Context: an optimization exercise on an open-source flow, tuned for small area. The choices shown serve that exercise and are no tape-out recipe.
In this exercise RTL edits were held to simulation tests only and were not proved equivalent to the original.
No activity file was given, so power comes from the tool's default toggle rates.

==> try-nickel: inputs <==
==> flow/design.v <==
module ddk_core(
        input   wire  SysClk,
        input   wire  SysRst,
        output  reg   RX1,
        input   wire  DataClk,
        input   wire  DataWe,
        input   wire  [15:0]  DATA,
        input   wire  [5:0]    CH3_IN,
        output  wire  [5:0]    CH3_OUT,
        output  wire  [5:0]    CH3_OE,
        input   wire  [5:0]    CH4_IN,
        output  wire  [5:0]    CH4_OUT,
        output  wire  [5:0]    CH4_OE,
        input   wire  [5:0]    CH5_IN,
        output  wire  [5:0]    CH5_OUT,
        output  wire  [5:0]    CH5_OE,
        input   wire  [5:0]    CH6_IN,
        output  wire  [5:0]    CH6_OUT,
        output  wire  [5:0]    CH6_OE,
        input   wire  [5:0]    CH7_IN,
        output  wire  [5:0]    CH7_OUT,
        output  wire  [5:0]    CH7_OE,
        input   wire  [5:0]    CH8_IN);
reg dirty, clean, stb;
always @(posedge SysClk) begin
  dirty <= DataClk;
  clean <= dirty;
  stb   <= clean ^ dirty;
end
wire [7:0] adr  = DATA[15:8];
wire [7:0] wdat = DATA[7:0];
wire [3:0] hi   = adr[7:4];
wire [3:0] lo   = adr[3:0];
wire       wr   = stb & DataWe;
reg rd1, valid;
always @(posedge SysClk) begin
  if (SysRst) begin
    rd1   <= 1'b0;
    valid <= 1'b0;
  end else begin
    rd1   <= stb & ~DataWe;
    valid <= rd1;
  end
end
reg       cg_en;
reg       div_clk;
reg [7:0] div;
reg [7:0] periods;
wire      clka = div_clk & cg_en;
always @(posedge SysClk) begin
  if (SysRst) begin
    div     <= 8'd0;
    cg_en   <= 1'b0;
    div_clk <= 1'b0;
    periods <= 8'd0;
  end else begin
    periods <= periods + 1'b1;
    if (periods == div) begin
      periods <= 8'd0;
      div_clk <= ~div_clk;
    end
    if (wr && hi == 4'h8 && lo == 4'h0)
      cg_en <= wdat[0];
    if (wr && hi == 4'h8 && lo == 4'h1) begin
      div     <= wdat;
      periods <= 8'd0;
    end
  end
end
reg  [29:0]  ch_data;
reg  [29:0]  ch_oe;
reg  [149:0] conf;
wire [29:0]  ch_in  = {CH7_IN, CH6_IN, CH5_IN, CH4_IN, CH3_IN};
wire [29:0]  ch_out;
genvar p, q;
generate
  for (p = 0; p < 5; p = p + 1) begin : g_port
    wire sel = wr && hi == (p + 2);
    always @(posedge SysClk) begin
      if (SysRst) begin
        ch_data[p*6 +: 6]  <= 6'd0;
        ch_oe[p*6 +: 6]    <= 6'd0;
        conf[p*30 +: 30]   <= 30'd0;
      end else if (sel) begin
        if (lo == 4'h0) ch_data[p*6 +: 6] <= wdat[5:0];
        if (lo == 4'h1) ch_oe[p*6 +: 6]   <= wdat[5:0];
        if (lo == 4'h2) conf[p*30 +  0 +: 5] <= wdat[4:0];
        if (lo == 4'h3) conf[p*30 +  5 +: 5] <= wdat[4:0];
        if (lo == 4'h4) conf[p*30 + 10 +: 5] <= wdat[4:0];
        if (lo == 4'h5) conf[p*30 + 15 +: 5] <= wdat[4:0];
        if (lo == 4'h6) conf[p*30 + 20 +: 5] <= wdat[4:0];
        if (lo == 4'h7) conf[p*30 + 25 +: 5] <= wdat[4:0];
      end
    end
    for (q = 0; q < 6; q = q + 1) begin : g_pin
      wire [4:0] c = conf[p*30 + q*5 +: 5];
      assign ch_out[p*6 + q] = (c[4:1] != 4'd0) ? 1'b0 :
                               c[0] ? clka : ch_data[p*6 + q];
    end
  end
endgenerate
assign {CH7_OUT, CH6_OUT, CH5_OUT, CH4_OUT, CH3_OUT} = ch_out;
assign {CH7_OE,  CH6_OE,  CH5_OE,  CH4_OE,  CH3_OE}  = ch_oe;
reg  [1:3] rs_start, rs_stop;
reg        start, stop;
reg        force_rst;
reg        cnt_state;
reg [31:0] count;
wire       cnt_rst = SysRst | force_rst;
always @(posedge SysClk) begin
  start    <= rs_start[3] & ~rs_start[2];
  stop     <= rs_stop[3]  & ~rs_stop[2];
  rs_start <= {CH8_IN[0], rs_start[1:2]};
  rs_stop  <= {CH8_IN[1], rs_stop[1:2]};
end
always @(posedge SysClk) begin
  if (SysRst)
    force_rst <= 1'b0;
  else if (wr && hi == 4'h7 && lo == 4'h0)
    force_rst <= wdat[0];
end
always @(posedge SysClk) begin
  if (cnt_rst) begin
    cnt_state <= 1'b0;
    count     <= 32'd0;
  end else if (!cnt_state) begin
    if (start) begin
      count     <= 32'd0;
      cnt_state <= 1'b1;
    end
  end else begin
    count <= count + 1'b1;
    if (stop)
      cnt_state <= 1'b0;
  end
end
reg [7:0] rdat;
integer k;
always @(*) begin
  rdat = 8'd0;
  for (k = 0; k < 5; k = k + 1) begin
    if (hi == k + 2 && !lo[3]) begin
      case (lo[2:0])
        3'd0: rdat[5:0] = ch_in[k*6 +: 6];
        3'd1: rdat[5:0] = ch_oe[k*6 +: 6];
        3'd2: rdat[4:0] = conf[k*30 +  0 +: 5];
        3'd3: rdat[4:0] = conf[k*30 +  5 +: 5];
        3'd4: rdat[4:0] = conf[k*30 + 10 +: 5];
        3'd5: rdat[4:0] = conf[k*30 + 15 +: 5];
        3'd6: rdat[4:0] = conf[k*30 + 20 +: 5];
        default: rdat[4:0] = conf[k*30 + 25 +: 5];
      endcase
    end
  end
  if (hi == 4'h7) begin
    case (lo)
      4'h0: rdat[0] = cnt_rst;
      4'h1: rdat = count[7:0];
      4'h2: rdat = count[15:8];
      4'h3: rdat = count[23:16];
      4'h4: rdat = count[31:24];
      default: rdat = 8'd0;
    endcase
  end
  if (hi == 4'h8) begin
    if (lo == 4'h0) rdat[0] = cg_en;
    if (lo == 4'h1) rdat = div;
  end
end
function [11:0] enc;
  input [7:0] a;
  input [7:0] d;
  reg [3:0] h, l;
  begin
    h = a[7:4];
    l = a[3:0];
    if (h >= 4'h2 && h <= 4'h6 && !l[3]) begin
      if (l[2:1] == 2'b00)
        enc = {2'b10, h[2:0], l[0], d[5:0]};
      else if (h == 4'h6)
        enc = {2'b11, l[2:1], 2'b00, l[0], d[4:0]};
      else
        enc = {2'b11, h[2], h[0], l[2:0], d[4:0]};
    end else if (h == 4'h7 && l <= 4'h4)
      enc = {1'b0, l[2:0], d};
    else if (h == 4'h8 && l[3:1] == 3'b000)
      enc = {1'b0, 2'b11, l[0], d};
    else
      enc = {1'b0, 3'b101, a};
  end
endfunction
function [16:0] dec;    
  input [11:0] e;
  reg [4:0] c;
  begin
    c = e[9:5];
    if (e[11:10] == 2'b11) begin
      if (c[2:1] == 2'b00)
        dec = {1'b1, 4'h6, 1'b0, c[4:3], c[0], 3'b000, e[4:0]};
      else
        dec = {1'b1, 1'b0, c[4], ~c[4], c[3], 1'b0, c[2:0], 3'b000, e[4:0]};
    end else if (e[11:10] == 2'b10)
      dec = {1'b1, 1'b0, e[9:7], 3'b000, e[6], 2'b00, e[5:0]};
    else if (e[10:8] == 3'b101)
      dec = {1'b0, e[7:0], 8'd0};
    else if (e[10:9] == 2'b11)
      dec = {1'b1, 4'h8, 3'b000, e[8], e[7:0]};
    else
      dec = {1'b1, 4'h7, 1'b0, e[10:8], e[7:0]};
  end
endfunction
reg [5:0]  wptr, rptr;
reg [11:0] qe;
reg [1:0]  rf_state;
reg [1:0]  rot;
reg        pw, pr;
wire empty = (wptr == rptr);
wire full  = (wptr[4:0] == rptr[4:0]) && (wptr[5] != rptr[5]);
wire fifo_re = (rf_state == 2'd0) && !empty;
wire fifo_we = valid && !full;
wire [4:0] ws = wptr[4:0] - 1'b1;    
wire [4:0] rs = rptr[4:0] - 1'b1;    
wire ins    = pw && (rot + ws[4:3] == 2'd3);
wire ld     = pr && (rot + rs[4:3] == 2'd3);
wire bypass = pw && (ws == rptr[4:0]);
reg [11:0] rd_e;
always @(posedge SysClk)
  if (stb)
    rd_e <= enc(adr, rdat);
reg [95:0] r0, r1, r2, r3;
genvar b;
generate
  for (b = 0; b < 8; b = b + 1) begin : g_bank
    always @(posedge SysClk) begin
      r0[b*12 +: 12] <= (ins && ws[2:0] == b) ? rd_e : r3[b*12 +: 12];
      r1[b*12 +: 12] <= r0[b*12 +: 12];
      r2[b*12 +: 12] <= r1[b*12 +: 12];
      r3[b*12 +: 12] <= r2[b*12 +: 12];
    end
  end
endgenerate
wire [11:0] tap = r3[rs[2:0]*12 +: 12];
always @(posedge SysClk)
  rot <= rot + 1'b1;
always @(posedge SysClk) begin
  if (SysRst) begin
    wptr <= 6'd0;
    rptr <= 6'd0;
    pw   <= 1'b0;
    pr   <= 1'b0;
  end else begin
    if (ins)
      pw <= 1'b0;
    if (fifo_we) begin
      wptr <= wptr + 1'b1;
      pw   <= 1'b1;
    end
    if (ld) begin
      pr <= 1'b0;
      qe <= tap;
    end
    if (fifo_re) begin
      rptr <= rptr + 1'b1;
      if (bypass)
        qe <= rd_e;
      else
        pr <= 1'b1;
    end
  end
end
wire [16:0] qd = dec(qe);
reg  tx_en;
wire tx_rdy;
always @(posedge SysClk) begin
  if (SysRst) begin
    rf_state <= 2'd0;
    tx_en    <= 1'b0;
  end else begin
    tx_en <= 1'b0;
    case (rf_state)
      2'd0: if (fifo_re) rf_state <= 2'd1;
      default:
        if (!tx_en && tx_rdy) begin
          tx_en    <= 1'b1;
          rf_state <= rf_state + 1'b1;
        end
    endcase
  end
end
wire [7:0] tx_byte = (rf_state == 2'd2) ? 8'd0 :
                     (rf_state == 2'd3) ? qd[15:8] : qd[7:0];
reg [7:0] tx_sh;
reg [1:0] u_state;
reg [2:0] bit_cnt;
reg [8:0] etu_cnt;
wire      etu_full = (etu_cnt == 9'd434);
assign    tx_rdy = (u_state == 2'd0);
always @(posedge SysClk) begin
  if (SysRst) begin
    u_state <= 2'd0;
    RX1     <= 1'b1;
  end else begin
    etu_cnt <= etu_cnt + 1'b1;
    case (u_state)
      2'd0:
        if (tx_en) begin
          RX1     <= 1'b0;
          tx_sh   <= tx_byte;
          u_state <= 2'd1;
          etu_cnt <= 9'd0;
          bit_cnt <= 3'd0;
        end
      2'd1:
        if (etu_full) begin
          etu_cnt <= 9'd0;
          bit_cnt <= bit_cnt + 1'b1;
          RX1     <= (rf_state == 2'd2 && bit_cnt == 3'd0) ? qd[16] : tx_sh[0];
          tx_sh   <= {tx_sh[0], tx_sh[7:1]};
          if (bit_cnt == 3'd7)
            u_state <= 2'd2;
        end
      2'd2:
        if (etu_full) begin
          etu_cnt <= 9'd0;
          RX1     <= 1'b1;
          u_state <= 2'd3;
        end
      default:
        if (etu_full) begin
          etu_cnt <= 9'd0;
          u_state <= 2'd0;
        end
    endcase
  end
end
endmodule
==> flow/run.sh <==
#!/bin/bash
# synth_recipe.tcl (not shown) runs the flow's synth.tcl, then flattens the netlist and writes it again
# the make line also repeats each setting of config.mk as NAME=value (left out here)
make -C /OpenROAD-flow-scripts/flow DESIGN_CONFIG=/design/flow/config.mk WORK_HOME=/design/flow/orfs CLKGATE_MAP_FILE= SYNTH_SCRIPT=/design/flow/synth_recipe.tcl finish
==> flow/config.mk <==
export PLATFORM = sky130hd
export DESIGN_NAME = ddk_core
export DESIGN_NICKNAME = ddk_core
export VERILOG_FILES = /design/flow/design.v
export SDC_FILE = /design/flow/constraint.sdc
export NUM_CORES = 4
export LEC_CHECK = 0
export CAP_MARGIN = 20
export CORE_MARGIN = 2
export CORE_UTILIZATION = 40
export CTS_BUF_LIST = sky130_fd_sc_hd__clkbuf_4
export PLACE_DENSITY = 0.6
export SLEW_MARGIN = 20
==> flow/constraint.sdc <==
create_clock -name core_clock -period 6.0 [get_ports {SysClk}]
set_input_delay 1.2000 -clock core_clock [delete_from_list [all_inputs] [get_ports {SysClk}]]
set_output_delay 1.2000 -clock core_clock [all_outputs]
set_load 0.01 [all_outputs]
==> try-yarrow (differences from try-nickel) <==
==> flow/flow/run.sh (new file) <==
#!/bin/bash
# Standard ORFS layout, with the combinational logic of the standard synthesis re-mapped
# by ABC for area (registers untouched) and the smallest buffer on the ports.
set -euo pipefail
W=$(pwd)
R=$W/orfs/results/$FLOW_PLATFORM/ddk_core/base
export LIB=$FLOW_HOME/platforms/$FLOW_PLATFORM/lib/sky130_fd_sc_hd__tt_025C_1v80.lib

# 1. standard synthesis
bash standard.sh synth > $W/1_synth_standard.log 2>&1
cp $R/1_2_yosys.v $W/1_2_yosys_standard.v

# 2. area re-mapping of the combinational logic
python3 flow/comb_lib.py $LIB $W/comb.lib > $W/comb_lib.log 2>&1
export COMB_LIB=$W/comb.lib NETLIST_IN=$W/1_2_yosys_standard.v NETLIST_OUT=$W/1_2_yosys_remap.v STAT_OUT=$W/remap_stat.txt
DU=""
for c in $(sed -n '/DONT_USE_CELLS/,/^$/p' $FLOW_HOME/platforms/$FLOW_PLATFORM/config.mk | grep -o 'sky130_fd_sc_hd__[a-z0-9_]*'); do DU="$DU -dont_use $c"; done
export DONT_USE_ARGS="$DU"
yosys -c flow/remap.tcl > $W/remap.log 2>&1
cp $W/1_2_yosys_remap.v $R/1_2_yosys.v
touch $R/1_2_yosys.v

# 3. the rest of the standard flow on the re-mapped netlist
export BUFFER_PORTS_ARGS="-buffer_cell sky130_fd_sc_hd__buf_1"
bash standard.sh finish > $W/2_to_6_standard.log 2>&1
==> flow/flow/comb_lib.py (new file) <==
# Writes a copy of a liberty file with only its combinational cells (no ff, latch or
# statetable groups), so Yosys can read their functions while flip-flops stay black boxes.
import re, sys
lib = open(sys.argv[1]).read()
parts = re.split(r'(\n\s*cell\s*\()', lib)
keep = [parts[0]]
for i in range(1, len(parts), 2):
    c = parts[i] + parts[i + 1]
    if not re.search(r'\bff\s*\(|\blatch\s*\(|statetable', c):
        keep.append(c)
txt = ''.join(keep)
txt += '}\n' * (txt.count('{') - txt.count('}'))
open(sys.argv[2], 'w').write(txt)
==> flow/flow/remap.tcl (new file) <==
# Re-map the combinational logic of the standard synthesis netlist for area. Flip-flops are
# black boxes here, so every register keeps its instance name, cell type and connections.
yosys read_liberty -lib $::env(LIB)
yosys read_liberty -overwrite -ignore_miss_func $::env(COMB_LIB)
yosys read_verilog $::env(NETLIST_IN)
yosys hierarchy -top $::env(FLOW_TOP)
yosys flatten
yosys opt_clean
yosys abc -liberty $::env(LIB) {*}$::env(DONT_USE_ARGS) -script "+strash;dch;map -a;topo"
yosys read_liberty -lib -overwrite $::env(LIB)
yosys opt_clean -purge
yosys setundef -zero
yosys splitnets
yosys opt_clean -purge
yosys hilomap -singleton -hicell sky130_fd_sc_hd__conb_1 HI -locell sky130_fd_sc_hd__conb_1 LO
yosys insbuf -buf sky130_fd_sc_hd__buf_4 A X
yosys check -assert -mapped
yosys tee -o $::env(STAT_OUT) stat -liberty $::env(LIB)
yosys write_verilog -noattr -nohex -nodec $::env(NETLIST_OUT)
==> flow/standard.sh (new file) <==
#!/bin/bash
# synth_recipe.tcl (not shown) runs the flow's synth.tcl, then flattens the netlist and writes it again
# the make line also repeats each setting of config.mk as NAME=value (left out here)
make -C /OpenROAD-flow-scripts/flow DESIGN_CONFIG=/design/flow/config.mk WORK_HOME=/design/flow/orfs CLKGATE_MAP_FILE= SYNTH_SCRIPT=/design/flow/synth_recipe.tcl "${@:-finish}"
CTS_BUF_LIST = unset   (was sky130_fd_sc_hd__clkbuf_4)
removed: flow/run.sh
==> notes <==
- In via count, try-yarrow and try-nickel hardly differ.
- In try-yarrow the wire length is higher than in try-nickel, by 3.8%.
- Synthesized cell count: try-yarrow is higher than try-nickel (about 4%).
- Register-to-register slack is about the same in try-yarrow and try-nickel.
- Against try-nickel, the clock power of try-yarrow is larger by about 18%.
- Synthesized area: try-yarrow is smaller than try-nickel (6.8%).
- Of try-yarrow and try-nickel, try-yarrow has the higher utilization (gap 0.25 points).
- Against try-nickel, the global-route usage of try-yarrow is higher by 2.7 points.
==> figures <==
metric	try-yarrow	try-nickel
Run status	complete, no violations	complete, no violations
Hold Crit Start	r1[77]$_DFF_P_	r0[14]$_DFF_P_
Transition time of the tightest slew-check pin	1.21 ns	1.25 ns
Critical path data arrival time	5.03 ns	2.97 ns
Root Driver	clkbuf_16	clkbuf_4
Insertion delay to the later sink of the worst-skew pair	0.64 ns	1.03 ns
Height of the die	254 µm	263 µm
Bufs and invs on worst path	7	2
Clock Skews	0.0304 ns	0.0599 ns
Pin count of the biggest net entering global routing	123	113
CP Data Required Time	6.49 ns	4.80 ns
Ratio of layout area to synthesized area	1.160x	1.152x
Ratio of final minimum period to clock period	0.757	0.695
Count of placed standard cells in the final layout, fillers left out	3814	3798
Share of cells above drive strength 1	0.0622	0.189
Inserted tap cell count	837	864
Antenna violations before repair	3	7

-- re-timing with driven ports --
No port has a modelled driver above. Below, the same layouts with a new extraction and two added sets of constraints. Step 1: set_driving_cell puts a clkbuf_16 on SysClk and a buf_2 on each other input, an assumption about the parent block. Step 2 also shifts input and output timing later by t, the mid clock arrival at the registers, as if the neighbouring blocks saw the same clock. a / b / c = no drivers / after step 1 / after step 2; a / b = the first two.
run	shift t [ns]	slack for setup (ns)	slew at the worst register clock pin (ns)
try-nickel	1.069	1.831 / 1.771 / 1.628	0.07 / 0.07
try-yarrow	0.686	1.460 / 1.495 / 0.809	0.07 / 0.07
After both steps setup and hold are still met in every run listed. For try-yarrow, which loses most, drivers alone change the setup slack by +0.035 ns; drivers and shift together by -0.651 ns.
